Source: an optimization exercise on an open RTL-to-GDS flow (aim: small area, a short achievable clock period and few clock cycles per item). Production flows keep margins and buffers that such runs may drop. RTL that was checked went through simulation tests only; none was proved equivalent to the original.

==> inputs of lagoon <==
==> flow/design.v <==
`timescale 1ns / 1ps
module sbox(x0,x1,x2,x3,y0,y1,y2,y3);
	input x0,x1,x2,x3;
	output y0,y1,y2,y3;
	wire t2 = (x1 & x3) ^ x2;
	wire t3 = (x0 & t2) ^ x3;
	assign y0 = ~((x0 & t3) ^ x1);
	assign y1 = (y0 & t2) ^ x0;
	assign y2 = t2;
	assign y3 = t3;
endmodule
`timescale 1ns / 1ps
module m(input [0:15] b, output [0:15] c);
	assign c[0]  = b[0]^b[3]^b[7]^b[8]^b[12]^b[15];
	assign c[1]  = b[0]^b[1]^b[4]^b[9]^b[12]^b[13];
	assign c[2]  = b[1]^b[2]^b[5]^b[10]^b[13]^b[14];
	assign c[3]  = b[2]^b[6]^b[7]^b[11]^b[14];
	assign c[4]  = b[0]^b[1]^b[5]^b[11]^b[15];
	assign c[5]  = b[1]^b[2]^b[6]^b[8]^b[12];
	assign c[6]  = b[0]^b[2]^b[3]^b[4]^b[7]^b[9]^b[13];
	assign c[7]  = b[0]^b[3]^b[4]^b[10]^b[11]^b[14]^b[15];
	assign c[8]  = b[1]^b[4]^b[5]^b[8]^b[11]^b[15];
	assign c[9]  = b[2]^b[5]^b[6]^b[8]^b[9]^b[12];
	assign c[10] = b[0]^b[3]^b[4]^b[6]^b[7]^b[9]^b[10]^b[13];
	assign c[11] = b[0]^b[4]^b[7]^b[10]^b[14]^b[15];
	assign c[12] = b[3]^b[7]^b[8]^b[11]^b[12];
	assign c[13] = b[0]^b[4]^b[8]^b[9]^b[13];
	assign c[14] = b[1]^b[5]^b[9]^b[10]^b[14];
	assign c[15] = b[2]^b[3]^b[6]^b[7]^b[10]^b[15];
endmodule
`timescale 1ns / 1ps
module future_enc(
	input clk,
	input rst,
	input start,
	input [0:63] pt,
	input [0:63] key0,
	input [0:63] key1,
	input [0:63] rc,
	output [0:63] ct,
	output busy,
	output done
	);
	reg busy_r, done_r;
	reg [3:0] cnt;
	reg ksel, rcon;    
	reg [0:63] X, K0, K1, R;
	wire load = start & ~busy_r;
	wire last = (cnt == 4'd9);
	function [0:63] srow(input [0:63] x);
		srow = {x[0:3],   x[52:55], x[40:43], x[28:31],
		        x[16:19], x[4:7],   x[56:59], x[44:47],
		        x[32:35], x[20:23], x[8:11],  x[60:63],
		        x[48:51], x[36:39], x[24:27], x[12:15]};
	endfunction
	wire [0:63] sx, mx;
	genvar i;
	generate
		for (i = 0; i < 16; i = i + 1) begin : g_sb
			sbox sb(.x0(X[4*i]),.x1(X[4*i+1]),.x2(X[4*i+2]),.x3(X[4*i+3]),
				.y0(sx[4*i]),.y1(sx[4*i+1]),.y2(sx[4*i+2]),.y3(sx[4*i+3]));
		end
		for (i = 0; i < 4; i = i + 1) begin : g_m
			m mc(.b(sx[16*i +: 16]), .c(mx[16*i +: 16]));
		end
	endgenerate
	wire [0:63] k0r = {K0[0:15], K0[21:63], K0[0:4]};
	wire [0:63] kn = ksel ? k0r : K1;
	wire [0:63] rkn = kn ^ (R & {64{rcon}});
	wire [0:63] nx = srow(mx) ^ rkn;
	assign ct = srow(sx);
	always @(posedge clk) begin
		if (rst) begin
			busy_r <= 1'b0;
			done_r <= 1'b0;
		end else if (load) begin
			busy_r <= 1'b1;
			done_r <= 1'b0;
		end else if (busy_r & last) begin
			busy_r <= 1'b0;
			done_r <= 1'b1;
		end
	end
	always @(posedge clk) begin
		if (busy_r) begin
			cnt <= cnt + 4'd1;
			ksel <= ~ksel;
			rcon <= (cnt != 4'd3) & (cnt != 4'd8);
			X <= nx;
			if (ksel) K0 <= {K0[5:63], K0[0:4]};
		end else begin
			cnt <= 4'd0;
			ksel <= 1'b0;
			rcon <= 1'b1;
			if (start) begin
				X <= pt ^ key0;
				K0 <= key0;
			end
			K1 <= key1;
			R <= rc;
		end
	end
	assign busy = busy_r;
	assign done = done_r;
endmodule
==> flow/flow/run.sh <==
#!/bin/bash
# Standard ORFS layout (the standard.sh, standard synthesis unchanged), with the
# port buffers that buffer_ports inserts made the smallest buffer instead of
# the default choice.
set -euo pipefail
bash standard.sh BUFFER_PORTS_ARGS="-buffer_cell sky130_fd_sc_hd__buf_1" finish > standard.log 2>&1
==> flow/standard.sh <==
#!/bin/bash
# synth_recipe.tcl (not shown) runs the flow's synth.tcl, then flattens the netlist and writes it again
# the make line also repeats each setting of config.mk as NAME=value (left out here)
make -C /OpenROAD-flow-scripts/flow DESIGN_CONFIG=/design/flow/config.mk WORK_HOME=/design/flow/orfs CLKGATE_MAP_FILE= SYNTH_SCRIPT=/design/flow/synth_recipe.tcl "${@:-finish}"
==> flow/config.mk <==
export PLATFORM = sky130hd
export DESIGN_NAME = future_enc
export DESIGN_NICKNAME = future_enc
export VERILOG_FILES = /design/flow/design.v
export SDC_FILE = /design/flow/constraint.sdc
export NUM_CORES = 4
export LEC_CHECK = 0
export CAP_MARGIN = 20
export CORE_MARGIN = 2
export CORE_UTILIZATION = 60
export SETUP_SLACK_MARGIN = 1.5
export SLEW_MARGIN = 20
==> flow/constraint.sdc <==
create_clock -name core_clock -period 4.0 [get_ports {clk}]
set_input_delay 0.8000 -clock core_clock [delete_from_list [all_inputs] [get_ports {clk}]]
set_output_delay 0.8000 -clock core_clock [all_outputs]
set_load 0.01 [all_outputs]
==> garnet: changes against lagoon <==
--- a/flow/design.v
+++ b/flow/design.v
@@ -45,3 +45,2 @@
 	reg [3:0] cnt;
-	reg ksel, rcon;    
 	reg [0:63] X, K0, K1, R;
@@ -67,3 +66,4 @@
 	wire [0:63] k0r = {K0[0:15], K0[21:63], K0[0:4]};
-	wire [0:63] kn = ksel ? k0r : K1;
+	wire [0:63] kn = cnt[0] ? k0r : K1;
+	wire rcon = (cnt != 4'd4) & (cnt != 4'd9);
 	wire [0:63] rkn = kn ^ (R & {64{rcon}});
@@ -86,10 +86,6 @@
 			cnt <= cnt + 4'd1;
-			ksel <= ~ksel;
-			rcon <= (cnt != 4'd3) & (cnt != 4'd8);
 			X <= nx;
-			if (ksel) K0 <= {K0[5:63], K0[0:4]};
+			if (cnt[0]) K0 <= {K0[5:63], K0[0:4]};
 		end else begin
 			cnt <= 4'd0;
-			ksel <= 1'b0;
-			rcon <= 1'b1;
 			if (start) begin
==> flow/run.sh (new file) <==
#!/bin/bash
# synth_recipe.tcl (not shown) runs the flow's synth.tcl, then flattens the netlist and writes it again
# the make line also repeats each setting of config.mk as NAME=value (left out here)
make -C /OpenROAD-flow-scripts/flow DESIGN_CONFIG=/design/flow/config.mk WORK_HOME=/design/flow/orfs CLKGATE_MAP_FILE= SYNTH_SCRIPT=/design/flow/synth_recipe.tcl finish
--- a/flow/config.mk
+++ b/flow/config.mk
@@ -7,5 +7,6 @@
 export LEC_CHECK = 0
+export ABC_CLOCK_PERIOD_IN_PS = 2000
 export CAP_MARGIN = 20
 export CORE_MARGIN = 2
-export CORE_UTILIZATION = 60
+export CORE_UTILIZATION = 55
 export SETUP_SLACK_MARGIN = 1.5
removed: flow/flow/run.sh
removed: flow/standard.sh
==> delta: changes against lagoon <==
--- a/flow/design.v
+++ b/flow/design.v
@@ -46,3 +46,3 @@
 	reg ksel, rcon;    
-	reg [0:63] X, K0, K1, R;
+	reg [0:63] Y, K0, K1, R;
 	wire load = start & ~busy_r;
@@ -55,13 +55,2 @@
 	endfunction
-	wire [0:63] sx, mx;
-	genvar i;
-	generate
-		for (i = 0; i < 16; i = i + 1) begin : g_sb
-			sbox sb(.x0(X[4*i]),.x1(X[4*i+1]),.x2(X[4*i+2]),.x3(X[4*i+3]),
-				.y0(sx[4*i]),.y1(sx[4*i+1]),.y2(sx[4*i+2]),.y3(sx[4*i+3]));
-		end
-		for (i = 0; i < 4; i = i + 1) begin : g_m
-			m mc(.b(sx[16*i +: 16]), .c(mx[16*i +: 16]));
-		end
-	endgenerate
 	wire [0:63] k0r = {K0[0:15], K0[21:63], K0[0:4]};
@@ -69,4 +58,17 @@
 	wire [0:63] rkn = kn ^ (R & {64{rcon}});
-	wire [0:63] nx = srow(mx) ^ rkn;
-	assign ct = srow(sx);
+	wire [0:63] mx, sin, sy;
+	genvar i;
+	generate
+		for (i = 0; i < 4; i = i + 1) begin : g_m
+			m mc(.b(Y[16*i +: 16]), .c(mx[16*i +: 16]));
+		end
+	endgenerate
+	assign sin = busy_r ? (srow(mx) ^ rkn) : (pt ^ key0);
+	generate
+		for (i = 0; i < 16; i = i + 1) begin : g_sb
+			sbox sb(.x0(sin[4*i]),.x1(sin[4*i+1]),.x2(sin[4*i+2]),.x3(sin[4*i+3]),
+				.y0(sy[4*i]),.y1(sy[4*i+1]),.y2(sy[4*i+2]),.y3(sy[4*i+3]));
+		end
+	endgenerate
+	assign ct = srow(Y);
 	always @(posedge clk) begin
@@ -84,2 +86,3 @@
 	always @(posedge clk) begin
+		if (busy_r | start) Y <= sy;
 		if (busy_r) begin
@@ -88,3 +91,2 @@
 			rcon <= (cnt != 4'd3) & (cnt != 4'd8);
-			X <= nx;
 			if (ksel) K0 <= {K0[5:63], K0[0:4]};
@@ -94,6 +96,3 @@
 			rcon <= 1'b1;
-			if (start) begin
-				X <= pt ^ key0;
-				K0 <= key0;
-			end
+			if (start) K0 <= key0;
 			K1 <= key1;
--- a/flow/config.mk
+++ b/flow/config.mk
@@ -10,3 +10,5 @@
 export CORE_UTILIZATION = 60
-export SETUP_SLACK_MARGIN = 1.5
+export CTS_CLUSTER_DIAMETER = 150
+export CTS_CLUSTER_SIZE = 24
+export SETUP_SLACK_MARGIN = 1.3
 export SLEW_MARGIN = 20
==> comparison table <==
| quantity | delta | garnet | lagoon |
|---|---|---|---|
| Outcome | complete, no violations | complete, no violations | complete, no violations |
| Number of cells traversed by the worst hold path | 1 | 2 | 1 |
| Resized Gates After CTS | 14 | 469 | 182 |
| Overall Global Routing Usage | 31.1% | 35.1% | 33.0% |
| Count of inverters not on the clock network in the layout | 21 | 65 | 70 |
| Syn_nets | 1447 | 1723 | 1694 |
| Final worst path period need | 2.68 ns | 2.78 ns | 2.67 ns |
| Flip-flop and latch count after synthesis | 264 | 262 | 264 |
| Ratio of routed vias to standard cells | 5.71 | 5.83 | 5.64 |
| Latest clock arrival within the worst-skew pair | 0.50 ns | 0.59 ns | 0.56 ns |
| Clock-cell share | 2.20% | 3.78% | 4.51% |
| Standard cell core area | 0.0252 mm2 | 0.0303 mm2 | 0.0270 mm2 |
| Footprint of the multi-input gates | 0.00759 mm2 | 0.00931 mm2 | 0.00868 mm2 |
| Hold Crit Start | rc[58] | done_r | key1[54] |
| Worst setup path class | reg2reg | reg2out | reg2out |
| P&R area growth vs syn | 16.7% | 49.6% | 32.9% |
| Worst-case hold slack | 0.454 ns | 0.499 ns | 0.409 ns |
| Height of the die | 164 um | 179 um | 170 um |
| Clock buffer count in the final layout | 20 | 36 | 38 |
| Fraction of met3 tracks used by global routing | 3.31% | 6.66% | 5.99% |
| Critical path destination | Y[41] | ct[20] | ct[8] |
| Util after Layout | 71.2% | 83.1% | 81.2% |
| Area post-placement | 0.0170 mm2 | 0.0200 mm2 | 0.0175 mm2 |
| Share of post-route cells with drive strength above 1 | 13.6% | 37.5% | 31.6% |
Testbench counts of garnet, summed over its fixed seeds: cycles 1,408, items 128.
Testbench counts of delta, summed over its fixed seeds: cycles 1,408, items 128.
The RTL of lagoon was laid out without a check of its function.

==> afterwards: timing with drivers on the ports <==
How much do the figures lean on ideal ports? The routed layouts below were timed once more, with nothing changed but the port constraints.
Step 1: set_driving_cell puts a clkbuf_16 on clk and a buf_2 on each other input, an assumption about the parent block.
Step 2, shift: input delay + t, output delay - t, t = (earliest + latest rising clock arrival at the registers) / 2. This alone moves slack from input paths to output paths.
Three values: ideal ports, drivers, drivers and shift; two values: the first two.
run | shift t [ns] | setup WS [ns] | hold WS [ns] | clock arrival spread, ns | worst register clock-pin slew, ns
lagoon | 0.599 | 1.327 / 1.277 / 1.258 | 0.409 / 0.382 / 0.476 | 0.017 / 0.016 | 0.07 / 0.07
garnet | 0.631 | 1.218 / 1.164 / 1.122 | 0.499 / 0.499 / 0.499 | 0.026 / 0.026 | 0.06 / 0.06
delta | 0.540 | 1.320 / 1.320 / 1.135 | 0.454 / 0.430 / 0.479 | 0.028 / 0.027 | 0.11 / 0.11
After both steps every run listed still meets setup and hold. For delta, which loses most, drivers alone change the setup slack by 0.000 ns; drivers and shift together by -0.185 ns.
